This design comes from an exercise in tuning for small area and a short achievable clock period on the open sky130 flow, not from production work. The RTL was checked by simulation tests, not by an equivalence proof against the original design. No activity file was given, so power comes from the tool's default toggle rates.

==> tundra <==
==> flow/design.v (excerpt) <==
module TopLevel (
    input  logic        clk, rst,
    output logic [31:0] imem_addr,
    input  logic [31:0] imem_rdata,
    output logic [31:0] dmem_addr,
    output logic [31:0] dmem_wdata,
    output logic [3:0]  dmem_wstrb,
    output logic        dmem_re,
    input  logic [31:0] dmem_rdata
);
export LEC_CHECK = 0
export CAP_MARGIN = 20
export CORE_MARGIN = 2
export CORE_UTILIZATION = 40
export SLEW_MARGIN = 20
export SYNTH_HIERARCHICAL = 1
export SYNTH_MINIMUM_KEEP_SIZE = 0
create_clock -name core_clock -period 15.0 [get_ports {clk}]
standard.sh (not shown) runs the stock make flow with config.mk's settings and CLKGATE_MAP_FILE= SYNTH_SCRIPT=/design/flow/synth_recipe.tcl, a recipe that flattens the netlist after the stock synthesis.
==> flow/flow/run.sh <==
#!/bin/bash
set -euo pipefail
cd "$(dirname "$0")/.."
bash standard.sh SETUP_SLACK_MARGIN=7 finish > standard_flow.log 2>&1
==> lagoon (differences from tundra) <==
==> flow/flow/run.sh (replaced) <==
#!/bin/bash
# The standard layout with two changes: the port buffers are buf_4 cells (buffer_ports'
# own pick is a slow delay cell), and timing repair aims SETUP_SLACK_MARGIN below the period.
# The full make output goes to standard_flow.log; ORFS's own logs are under orfs/logs.
set -euo pipefail
cd "$(dirname "$0")/.."
bash standard.sh "BUFFER_PORTS_ARGS=-buffer_cell sky130_fd_sc_hd__buf_4" SETUP_SLACK_MARGIN=5 finish > standard_flow.log 2>&1
- CAP_MARGIN: 20 -> 10
- CTS_BUF_LIST: not set -> sky130_fd_sc_hd__clkbuf_8
- SLEW_MARGIN: 20 -> 10
==> delta (differences from tundra) <==
--- a/flow/design.v
+++ b/flow/design.v
@@ -1,49 +1,62 @@
 module rf_dec (input logic [4:0] a, output logic [31:1] sel);
   always_comb for (int k = 1; k < 32; k++) sel[k] = (a == k[4:0]);
 endmodule
-module rf_l1 (input logic [31:1] sel, input logic [1023:32] d, output logic [511:0] n);
-  assign n[31:0] = ~(d[63:32] & {32{sel[1]}});
+module rf_l12 (input logic [31:1] sel, input logic [31:1] d, output logic [3:0] o);
+  logic [15:0] n;
+  assign n[0] = ~(d[1] & sel[1]);
   always_comb
     for (int j = 1; j < 16; j++)
-      n[32*j +: 32] = ~((d[64*j +: 32] & {32{sel[2*j]}}) | (d[64*j+32 +: 32] & {32{sel[2*j+1]}}));
-endmodule
-module rf_l2 (input logic [511:0] n, output logic [127:0] o);
+      n[j] = ~((d[2*j] & sel[2*j]) | (d[2*j+1] & sel[2*j+1]));
   always_comb
     for (int j = 0; j < 4; j++)
-      o[32*j +: 32] = ~(n[128*j +: 32] & n[128*j+32 +: 32] & n[128*j+64 +: 32] & n[128*j+96 +: 32]);
+      o[j] = ~(n[4*j] & n[4*j+1] & n[4*j+2] & n[4*j+3]);
 endmodule
 module rf_l3 (input logic [127:0] o, output logic [63:0] n);
   assign n[31:0]  = ~(o[31:0]  | o[63:32]);
   assign n[63:32] = ~(o[95:64] | o[127:96]);
 endmodule
 module rf_l4 (input logic [63:0] n, output logic [31:0] q);
   assign q = ~(n[31:0] & n[63:32]);
 endmodule
 module rf_read_port (
     input  logic [4:0]     a,
     input  logic [1023:32] d,
-    output logic [31:0]    q
+    output logic [31:0]    q,
+    output logic [31:0]    qa
 );
   logic [31:1]  sel;
-  logic [511:0] n1;
   logic [127:0] o2;
   logic [63:0]  n3;
   rf_dec u_dec (.a(a), .sel(sel));
-  rf_l1  u_l1  (.sel(sel), .d(d), .n(n1));
-  rf_l2  u_l2  (.n(n1), .o(o2));
+  for (genvar b = 0; b < 32; b++) begin : g_bit
+    logic [31:1] db;
+    logic [3:0]  ob;
+    for (genvar k = 1; k < 32; k++) begin : g_reg
+      assign db[k] = d[32*k + b];
+    end
+    rf_l12 u_l12 (.sel(sel), .d(db), .o(ob));
+    for (genvar j = 0; j < 4; j++) begin : g_out
+      assign o2[32*j + b] = ob[j];
+    end
+  end
   rf_l3  u_l3  (.o(o2), .n(n3));
   rf_l4  u_l4  (.n(n3), .q(q));
+  rf_l4  u_l4a (.n(n3), .q(qa));
 endmodule
 module ks_p (input logic [31:0] a, b, output logic [31:0] p);
   assign p = a ^ b;
 endmodule
 module ks_g (input logic [31:0] a, b, output logic [31:0] g);
   assign g = a & b;
 endmodule
+module ks_gc (input logic [31:0] a, b, input logic cin, output logic [31:0] g);
+  assign g[31:1] = a[31:1] & b[31:1];
+  assign g[0] = (a[0] & b[0]) | ((a[0] | b[0]) & cin);
+endmodule
 module ks_l1 (input logic [31:0] gi, pi, output logic [31:1] go, output logic [31:2] po);
   assign go[1] = ~(gi[1] | (pi[1] & gi[0]));
   assign go[2] = ~(gi[2] | (pi[2] & gi[1]));
   assign po[2] = ~(pi[2] & pi[1]);
   assign go[3] = ~(gi[3] | (pi[3] & gi[2]));
   assign po[3] = ~(pi[3] & pi[2]);
   assign go[4] = ~(gi[4] | (pi[4] & gi[3]));
@@ -333,14 +346,50 @@
   ks_l4 u_l4 (.gi(g3), .pi(p3), .go(g4[31:8]), .po(p4[31:16]));
   assign p5 = '0;
   assign g5[15:0] = g4[15:0];
   ks_l5 u_l5 (.gi(g4), .pi(p4), .go(g5[31:16]));
   assign s[0] = p[0];
   ks_sum u_s (.p(p), .g(g5), .s(s[31:1]));
 endmodule
+module ks_addc32 (input logic [31:0] a, b, input logic cin, output logic [31:0] s, output logic cout);
+  logic [31:0] p, g;
+  logic [31:0] g1, p1;
+  logic [31:0] g2, p2;
+  logic [31:0] g3, p3;
+  logic [31:0] g4, p4;
+  logic [31:0] g5, p5;
+  ks_p u_p (.a(a), .b(b), .p(p));
+  ks_gc u_g (.a(a), .b(b), .cin(cin), .g(g));
+  assign p1[1:0] = '0;
+  assign g1[0:0] = g[0:0];
+  ks_l1 u_l1 (.gi(g), .pi(p), .go(g1[31:1]), .po(p1[31:2]));
+  assign p2[3:0] = '0;
+  assign g2[1:0] = g1[1:0];
+  ks_l2 u_l2 (.gi(g1), .pi(p1), .go(g2[31:2]), .po(p2[31:4]));
+  assign p3[7:0] = '0;
+  assign g3[3:0] = g2[3:0];
+  ks_l3 u_l3 (.gi(g2), .pi(p2), .go(g3[31:4]), .po(p3[31:8]));
+  assign p4[15:0] = '0;
+  assign g4[7:0] = g3[7:0];
+  ks_l4 u_l4 (.gi(g3), .pi(p3), .go(g4[31:8]), .po(p4[31:16]));
+  assign p5 = '0;
+  assign g5[15:0] = g4[15:0];
+  ks_l5 u_l5 (.gi(g4), .pi(p4), .go(g5[31:16]));
+  assign s[0] = p[0] ^ cin;
+  assign cout = ~g5[31];
+  ks_sum u_s (.p(p), .g(g5), .s(s[31:1]));
+endmodule
+module late_mux32 (
+    input  logic        s,
+    input  logic [31:0] a,    
+    input  logic [31:0] b,
+    output logic [31:0] y
+);
+  assign y = s ? a : b;
+endmodule
 module TopLevel (
     input  logic        clk, rst,
     output logic [31:0] imem_addr,
     input  logic [31:0] imem_rdata,
     output logic [31:0] dmem_addr,
     output logic [31:0] dmem_wdata,
     output logic [3:0]  dmem_wstrb,
@@ -370,97 +419,102 @@
   assign immI = {{20{ins[31]}}, ins[31:20]};
   assign immU = {ins[31:12], 12'b0};
   always_comb begin
     if (is_branch)   immC = {{20{ins[31]}}, ins[7], ins[30:25], ins[11:8], 1'b0};
     else if (is_jal) immC = {{12{ins[31]}}, ins[19:12], ins[20], ins[30:21], 1'b0};
     else             immC = immU;
   end
-  logic [31:0]    wd, wdg;
+  logic [31:0]    wdg;
   logic [1023:32] rff;
-  assign wdg = rst ? 32'd0 : wd;
   genvar gi;
   generate
     for (gi = 1; gi < 32; gi = gi + 1) begin : g_rf
       logic [31:0] q;
       always_ff @(posedge clk)
         if (rst | (reg_wr & (rda == gi))) q <= wdg;
       assign rff[32*gi +: 32] = q;
     end
   endgenerate
-  logic [31:0] rs1, rs2;
-  rf_read_port rp1 (.a(rs1a), .d(rff), .q(rs1));
-  rf_read_port rp2 (.a(rs2a), .d(rff), .q(rs2));
+  logic [31:0] rs1, rs2, rs1a_q, rs2a_q;
+  rf_read_port rp1 (.a(rs1a), .d(rff), .q(rs1), .qa(rs1a_q));
+  rf_read_port rp2 (.a(rs2a), .d(rff), .q(rs2), .qa(rs2a_q));
   logic [31:1] pc;
-  logic [31:0] pc4, pcadd, npc;
+  logic [31:0] pc4, pcadd;
   assign imem_addr = {pc, 1'b0};
   assign pc4       = {pc[31:2] + 30'd1, pc[1], 1'b0};
   assign pcadd     = {pc, 1'b0} + immC;
   logic [31:0] addr;
-  ks_add32 u_aadd (.a(rs1), .b({immI[31:5], is_store ? ins[11:7] : ins[24:20]}), .s(addr));
-  logic [31:0] opb, sum, shin, shr, shres, alu;
+  ks_add32 u_aadd (.a(rs1a_q), .b({immI[31:5], is_store ? ins[11:7] : ins[24:20]}), .s(addr));
+  logic [31:0] opb, sum, shin, shr, shres, alu, xo;
   logic        sub_en, carry, lt, ltu, eq, cond;
   assign opb    = op[3] ? rs2 : immI;                  
   assign sub_en = op[4] | f3[1] | (op[3] & ins[30]);
-  assign {carry, sum} = {1'b0, rs1} + {1'b0, opb ^ {32{sub_en}}} + {32'd0, sub_en};
+  ks_addc32 u_alu_add (.a(rs1), .b(opb ^ {32{sub_en}}), .cin(sub_en), .s(sum), .cout(carry));
   assign ltu    = ~carry;
   assign lt     = (rs1[31] ^ opb[31]) ? rs1[31] : sum[31];
-  assign eq     = (rs1 == rs2);
+  assign xo     = rs1 ^ opb;                          
+  assign eq     = ~|xo;
   always_comb
     if (f3[2]) cond = (f3[1] ? ltu : lt) ^ f3[0];
     else       cond = eq ^ f3[0];
   always_comb begin
     for (int k = 0; k < 32; k++) shin[k] = f3[2] ? rs1[k] : rs1[31-k];
   end
   assign shr = 32'($signed({f3[2] & ins[30] & rs1[31], shin}) >>> opb[4:0]);
   always_comb begin
     for (int k = 0; k < 32; k++) shres[k] = f3[2] ? shr[k] : shr[31-k];
   end
   always_comb
     case (f3)
-      3'b000:  alu = sum;
+      3'b000:  alu = 32'd0;          
       3'b001:  alu = shres;
       3'b010:  alu = {31'd0, lt};
       3'b011:  alu = {31'd0, ltu};
-      3'b100:  alu = rs1 ^ opb;
+      3'b100:  alu = xo;
       3'b101:  alu = shres;
       3'b110:  alu = rs1 | opb;
       default: alu = rs1 & opb;
     endcase
+  logic [1:0] la;
+  assign la = rs1[1:0] + ins[21:20];
   logic [7:0]  lbyte;
   logic [15:0] lhalf;
   logic [31:0] ld;
   always_comb begin
-    case (addr[1:0])
+    case (la)
       2'b00:   lbyte = dmem_rdata[7:0];
       2'b01:   lbyte = dmem_rdata[15:8];
       2'b10:   lbyte = dmem_rdata[23:16];
       default: lbyte = dmem_rdata[31:24];
     endcase
-    lhalf = addr[1] ? dmem_rdata[31:16] : dmem_rdata[15:0];
+    lhalf = la[1] ? dmem_rdata[31:16] : dmem_rdata[15:0];
     if (f3[1])      ld = dmem_rdata;
     else if (f3[0]) ld = {{16{~f3[2] & lhalf[15]}}, lhalf};
     else            ld = {{24{~f3[2] & lbyte[7]}}, lbyte};
   end
   assign dmem_addr  = addr;
   assign dmem_re    = is_load;
-  assign dmem_wdata = f3[1] ? rs2 : f3[0] ? {2{rs2[15:0]}} : {4{rs2[7:0]}};
+  assign dmem_wdata = f3[1] ? rs2a_q : f3[0] ? {2{rs2a_q[15:0]}} : {4{rs2a_q[7:0]}};
   always_comb begin
     if (!is_store)  dmem_wstrb = 4'b0000;
     else if (f3[1]) dmem_wstrb = 4'b1111;
     else if (f3[0]) dmem_wstrb = addr[1] ? 4'b1100 : 4'b0011;
     else            dmem_wstrb = 4'b0001 << addr[1:0];
   end
+  logic [31:0] wd_other;
+  logic        sel_sum;
+  assign sel_sum = op[2] & ~op[0] & ~op[4] & (f3 == 3'b000);    
   always_comb begin
-    if (op[4])                wd = pc4;                   
-    else if (~op[2])          wd = ld;                    
-    else if (op[0])           wd = op[3] ? immU : pcadd;  
-    else                      wd = alu;                   
-  end
-  always_comb begin
-    if (is_jalr)                         npc = {addr[31:1], 1'b0};
-    else if (is_jal | (is_branch & cond)) npc = pcadd;
-    else                                 npc = pc4;
+    if (op[4])                wd_other = pc4;                   
+    else if (~op[2])          wd_other = ld;                    
+    else if (op[0])           wd_other = op[3] ? immU : pcadd;  
+    else                      wd_other = alu;                   
   end
+  late_mux32 u_wb (.s(sel_sum & ~rst), .a(sum), .b(wd_other & {32{~rst}}), .y(wdg));
+  logic        take;
+  logic [31:0] npc_other, pc_d;
+  assign take      = is_jal | (is_branch & cond);
+  assign npc_other = is_jalr ? {addr[31:1], 1'b0} : pc4;
+  late_mux32 u_npc (.s(take & ~rst), .a(pcadd), .b(npc_other & {32{~rst}}), .y(pc_d));
   always_ff @(posedge clk)
-    if (rst) pc <= 31'd0;
-    else     pc <= npc[31:1];
+    pc <= pc_d[31:1];
 endmodule
==> flow/flow/run.sh (replaced) <==
#!/bin/bash
# The standard layout with these changes:
#  - the port buffers are buf_4 cells (buffer_ports' own pick is a slow delay cell);
#  - timing repair aims SETUP_SLACK_MARGIN below the clock period;
#  - clock tree synthesis inserts no dummy loads.
# The full make output goes to standard_flow.log; ORFS's own logs are under orfs/logs.
set -euo pipefail
cd "$(dirname "$0")/.."
bash standard.sh \
  "BUFFER_PORTS_ARGS=-buffer_cell sky130_fd_sc_hd__buf_4" \
  SETUP_SLACK_MARGIN=5.5 \
  "CTS_ARGS=-sink_clustering_enable -repair_clock_nets -buf_list sky130_fd_sc_hd__clkbuf_8 -dont_use_dummy_load" \
  finish > standard_flow.log 2>&1
- CORE_UTILIZATION: 40 -> 55
- CTS_BUF_LIST: not set -> sky130_fd_sc_hd__clkbuf_8
- PLACE_DENSITY: not set -> 0.75
==> comparison table <==
item                                                                      tundra          lagoon           delta
Synthesized instance count                                                  5106            5106            4891
Postcts setup bufs                                                           461              13              23
Internal                                                                 6.42 mW         5.36 mW         5.34 mW
Antenna violations before repair                                              20              21              15
Starting Density                                                           0.403           0.403           0.553
Number of synthesis warnings                                                  10              10               9
Multi-input gate area                                                30900 sq um     25700 sq um     26700 sq um
Relative area of clock buffers and inverters in the final design          0.0416          0.0466          0.0346
Met3 demand-to-capacity share in global routing                            0.165           0.111           0.205
Power per standard cell area                                         125 nW/um^2     130 nW/um^2     131 nW/um^2
Per-cell routed wire length                                              38.2 um         35.1 um         37.5 um
Total of plain and repair buffers excluding clock buffers                   1053             364             335
PnR worst setup slack                                                    5220 ps         4850 ps         5340 ps
Power Combinational                                                      3.81 mW         2.48 mW         2.73 mW
Worst path buffer plus inverter count                                          8               5               7
Relative slew slack                                                       0.0968           0.138           0.167
Worst-skew pair later-pin latency                                         800 ps          940 ps          890 ps
Outcome                                                           finished clean  finished clean  finished clean
Maximum level of the CTS H-tree                                                3               4               4
Total number of nets in the final design                                    6139            5504            5421
Overall global routing resource usage                                      0.385           0.338           0.466
Total nets after synthesis                                                  5302            5302            5054
Core area                                                           142000 sq um    142000 sq um    101000 sq um
Worst hold slack after final layout                                       767 ps          706 ps          820 ps

[what the ideal ports hide]
The flow's constraints put no driver on any port. The routed layouts listed below were extracted and timed again, unchanged, in two steps.
Step 1 assumes that a clkbuf_16 drives the clock port and a buf_2 every other input.
Step 2 moves the port delays by t, midway between the first and last clock arrival at a register: inputs arrive t later, outputs are due t later. That takes back most of the time a late clock gives input paths.
a / b / c = ideal ports / drivers / drivers and shift; a / b = the first two.
| run | t (ns) | slack for setup (ns) | clock arrival spread, ns | worst data-port slew with drivers (ns) | pins driven straight from the clock port |
|---|---|---|---|---|---|
| tundra | 0.845 | 5.219 / 5.152 / 5.056 | 0.062 / 0.063 | 0.16 | 1 |
| lagoon | 0.975 | 4.854 / 4.824 / 4.159 | 0.064 / 0.064 | 0.19 | 1 |
| delta | 0.923 | 5.343 / 5.295 / 4.689 | 0.088 / 0.089 | 0.21 | 1 |
After both steps every run listed still meets setup and hold. The setup slack of lagoon, which loses most, moves by -0.030 ns with the drivers and by -0.695 ns with both steps.
